Context: an optimization exercise on an open-source flow, tuned for small area and a short achievable clock period. The choices shown serve that exercise and are no tape-out recipe.
The RTL was checked by simulation tests, not by an equivalence proof against the original design.

== alpha ==
Design risky, start of the top module:
module risky (
    input  logic        clk,
    input  logic        rst_n,
    output logic [31:0] imem_addr_o,
    output logic        imem_re_o,
    input  logic [31:0] imem_rdata_i,
    output logic [ 8:0] dmem_addr_o,
    output logic [ 3:0] dmem_wmask_o,
    output logic [31:0] dmem_wdata_o,
    input  logic [31:0] dmem_rdata_i,
    output logic        wb_we_o,
    output logic [ 4:0] wb_rd_o,
    output logic [31:0] wb_data_o
);
Size: about 180 I/O pins.
export LEC_CHECK = 0
export CAP_MARGIN = 20
export CORE_MARGIN = 2
export CORE_UTILIZATION = 40
export CTS_CLUSTER_DIAMETER = 150
export CTS_CLUSTER_SIZE = 20
export PLACE_DENSITY = 0.6
export SLEW_MARGIN = 30
export SYNTH_HIERARCHICAL = 1
create_clock -name core_clock -period 16.0 [get_ports {clk}]
standard.sh (not shown) runs the stock make flow with config.mk's settings and CLKGATE_MAP_FILE= SYNTH_SCRIPT=/design/flow/synth_recipe.tcl, a recipe that flattens the netlist after the stock synthesis.
==> flow/flow/run.sh <==
#!/bin/bash
# The standard layout (the standard.sh: ORFS synthesis through finish)
# with these changes to how the layout is made, none to what it is built for:
#  - the resizer's setup repair aims for 10 ns of slack instead of 0, so that
#    repair_timing keeps improving the worst paths past the 16 ns clock;
#  - repair_timing does not clone gates (a clone placed far from its driver
#    can leave a slew violation after routing);
#  - the port buffers that buffer_ports inserts on every input and output are
#    buf_4 cells instead of the default delay-buffer choice.
set -euo pipefail
bash standard.sh SETUP_SLACK_MARGIN=10 SKIP_GATE_CLONING=1 \
  "BUFFER_PORTS_ARGS=-buffer_cell sky130_fd_sc_hd__buf_4" finish > standard_flow.log 2>&1
alpha did not stop at any stage, and its layout met the timing, design-rule and antenna checks.
Edits applied to the flow inputs when going from alpha to beta:
-- flow/design.v --
<<< alpha, line 28
  logic        a_l0, a_l1, a_lhu, a_lbs, a_lw, a_lhs, a_al, a_w, a_r, a_p;
  logic        b_l0, b_l1, b_lhu, b_lbs, b_lw, b_lhs, b_al, b_w, b_r, b_i;
  logic        la_w, la_r, lb_w, lb_r, lb_i;
  logic        la_l0, la_l1, la_lhu, la_lbs, la_lw, la_lhs, la_al;
  logic        lb_l0, lb_l1, lb_lhu, lb_lbs, lb_lw, lb_lhs, lb_al;
  logic        s_m, s_w;
  logic        d_r_add, d_r_lt, d_lt_s, d_r_xor, d_r_or, d_r_and, d_r_sll, d_r_srl;
>>> beta, line 28
  logic        a_l0, a_l1, a_lhu, a_lbs, a_lw, a_lhs, a_al, a_w, a_r, a_p;
  logic        b_l0, b_l1, b_lhu, b_lbs, b_lw, b_lhs, b_al, b_w, b_r, b_i;
  logic        la_m, la_w, la_r, lb_m, lb_w, lb_r, lb_i;
  logic        s_m, s_w;
  logic        d_r_add, d_r_lt, d_lt_s, d_r_xor, d_r_or, d_r_and, d_r_sll, d_r_srl;
<<< alpha, line 228
      {a_l0, a_l1, a_lhu, a_lbs, a_lw, a_lhs, a_al, a_w, a_r, a_p} <= '0;
      {b_l0, b_l1, b_lhu, b_lbs, b_lw, b_lhs, b_al, b_w, b_r, b_i} <= '0;
      {la_w, la_r, lb_w, lb_r, lb_i} <= '0;
      {la_l0, la_l1, la_lhu, la_lbs, la_lw, la_lhs, la_al} <= '0;
      {lb_l0, lb_l1, lb_lhu, lb_lbs, lb_lw, lb_lhs, lb_al} <= '0;
      s_m   <= 1'b0;
      s_w   <= 1'b0;
>>> beta, line 226
      {a_l0, a_l1, a_lhu, a_lbs, a_lw, a_lhs, a_al, a_w, a_r, a_p} <= '0;
      {b_l0, b_l1, b_lhu, b_lbs, b_lw, b_lhs, b_al, b_w, b_r, b_i} <= '0;
      {la_m, la_w, la_r, lb_m, lb_w, lb_r, lb_i} <= '0;
      s_m   <= 1'b0;
      s_w   <= 1'b0;
<<< alpha, line 255
      b_r   <= ~lg_n & br_n;
      b_i   <= ~lg_n & b_imm_n;
      la_l0  <= lg_n & am_n & e_re_n;
      la_l1  <= lg_n & am_n & e_re_n & (k_w | k_hs);
      la_lhu <= lg_n & am_n & e_re_n & k_hu;
      la_lbs <= lg_n & am_n & e_re_n & k_bs;
      la_lw  <= lg_n & am_n & e_re_n & k_w;
      la_lhs <= lg_n & am_n & e_re_n & k_hs;
      la_al  <= lg_n & am_n & ~e_re_n;
      la_w  <= lg_n & aw_n;
      la_r  <= lg_n & ar_n;
      lb_l0  <= lg_n & bm_n & e_re_n;
      lb_l1  <= lg_n & bm_n & e_re_n & (k_w | k_hs);
      lb_lhu <= lg_n & bm_n & e_re_n & k_hu;
      lb_lbs <= lg_n & bm_n & e_re_n & k_bs;
      lb_lw  <= lg_n & bm_n & e_re_n & k_w;
      lb_lhs <= lg_n & bm_n & e_re_n & k_hs;
      lb_al  <= lg_n & bm_n & ~e_re_n;
      lb_w  <= lg_n & bw_n;
      lb_r  <= lg_n & br_n;
>>> beta, line 251
      b_r   <= ~lg_n & br_n;
      b_i   <= ~lg_n & b_imm_n;
      la_m  <= lg_n & am_n;
      la_w  <= lg_n & aw_n;
      la_r  <= lg_n & ar_n;
      lb_m  <= lg_n & bm_n;
      lb_w  <= lg_n & bw_n;
      lb_r  <= lg_n & br_n;
<<< alpha, line 309
  assign opb  = mem_fwd(dmem_rdata_i, e_alu, b_l0, b_l1, b_lhu, b_lbs, b_lw, b_lhs, b_al) |
                ({32{b_w}} & m_val) | ({32{b_r}} & rs2q) | ({32{b_i}} & d_imm);
  assign lga  = mem_fwd(dmem_rdata_i, e_alu, la_l0, la_l1, la_lhu, la_lbs, la_lw, la_lhs, la_al) |
                ({32{la_w}} & m_val) | ({32{la_r}} & rs1q);
  assign lgb  = mem_fwd(dmem_rdata_i, e_alu, lb_l0, lb_l1, lb_lhu, lb_lbs, lb_lw, lb_lhs, lb_al) |
                ({32{lb_w}} & m_val) | ({32{lb_r}} & rs2q) |
                ({32{lb_i}} & d_imm);
  assign fwd2 = s_m ? mval_n : (s_w ? m_val : rs2q);
>>> beta, line 293
  assign opb  = mem_fwd(dmem_rdata_i, e_alu, b_l0, b_l1, b_lhu, b_lbs, b_lw, b_lhs, b_al) |
                ({32{b_w}} & m_val) | ({32{b_r}} & rs2q) | ({32{b_i}} & d_imm);
  assign lga  = ({32{la_m}} & mval_n) | ({32{la_w}} & m_val) | ({32{la_r}} & rs1q);
  assign lgb  = ({32{lb_m}} & mval_n) | ({32{lb_w}} & m_val) | ({32{lb_r}} & rs2q) |
                ({32{lb_i}} & d_imm);
  assign fwd2 = s_m ? mval_n : (s_w ? m_val : rs2q);
## What came out
~same final standard cell area without fillers in beta and alpha. On endpoint arrival time on the critical path, the lower figure sits with alpha, not beta. Any difference in synthesized area between beta and alpha is small enough to ignore. First-iteration DRC count: beta > alpha. The faster design of the two is alpha; beta tops out lower. Minimum hold slack on beta is behind alpha.

-- static timing again, ports no longer ideal --
Ports are ideal in the flow. The routed layouts listed here were re-timed in OpenROAD. Step 1: set_driving_cell puts a clkbuf_16 on clk and a buf_2 on each other input, an assumption about the parent block. Step 2 moves the port delays by t, midway between the first and last clock arrival at a register: inputs arrive t later, outputs are due t later. That takes back most of the time a late clock gives input paths. Three values: no drivers, after step 1, after step 2; two values: the first two.
| run | t, ns | slack for setup (ns) | worst hold slack (ns) | worst setup path at the end | latest minus earliest clock arrival (ns) |
|---|---|---|---|---|---|
| alpha | 0.800 | 9.990 / 9.910 / 9.148 | 0.358 / 0.358 / 0.358 | input to register | 0.082 / 0.081 |
| beta | 0.820 | 9.929 / 9.848 / 9.151 | 0.352 / 0.352 / 0.352 | input to register | 0.069 / 0.069 |
After both steps setup and hold are still met in every run listed. The setup slack of alpha, which loses most, moves by -0.080 ns with the drivers and by -0.842 ns with both steps.
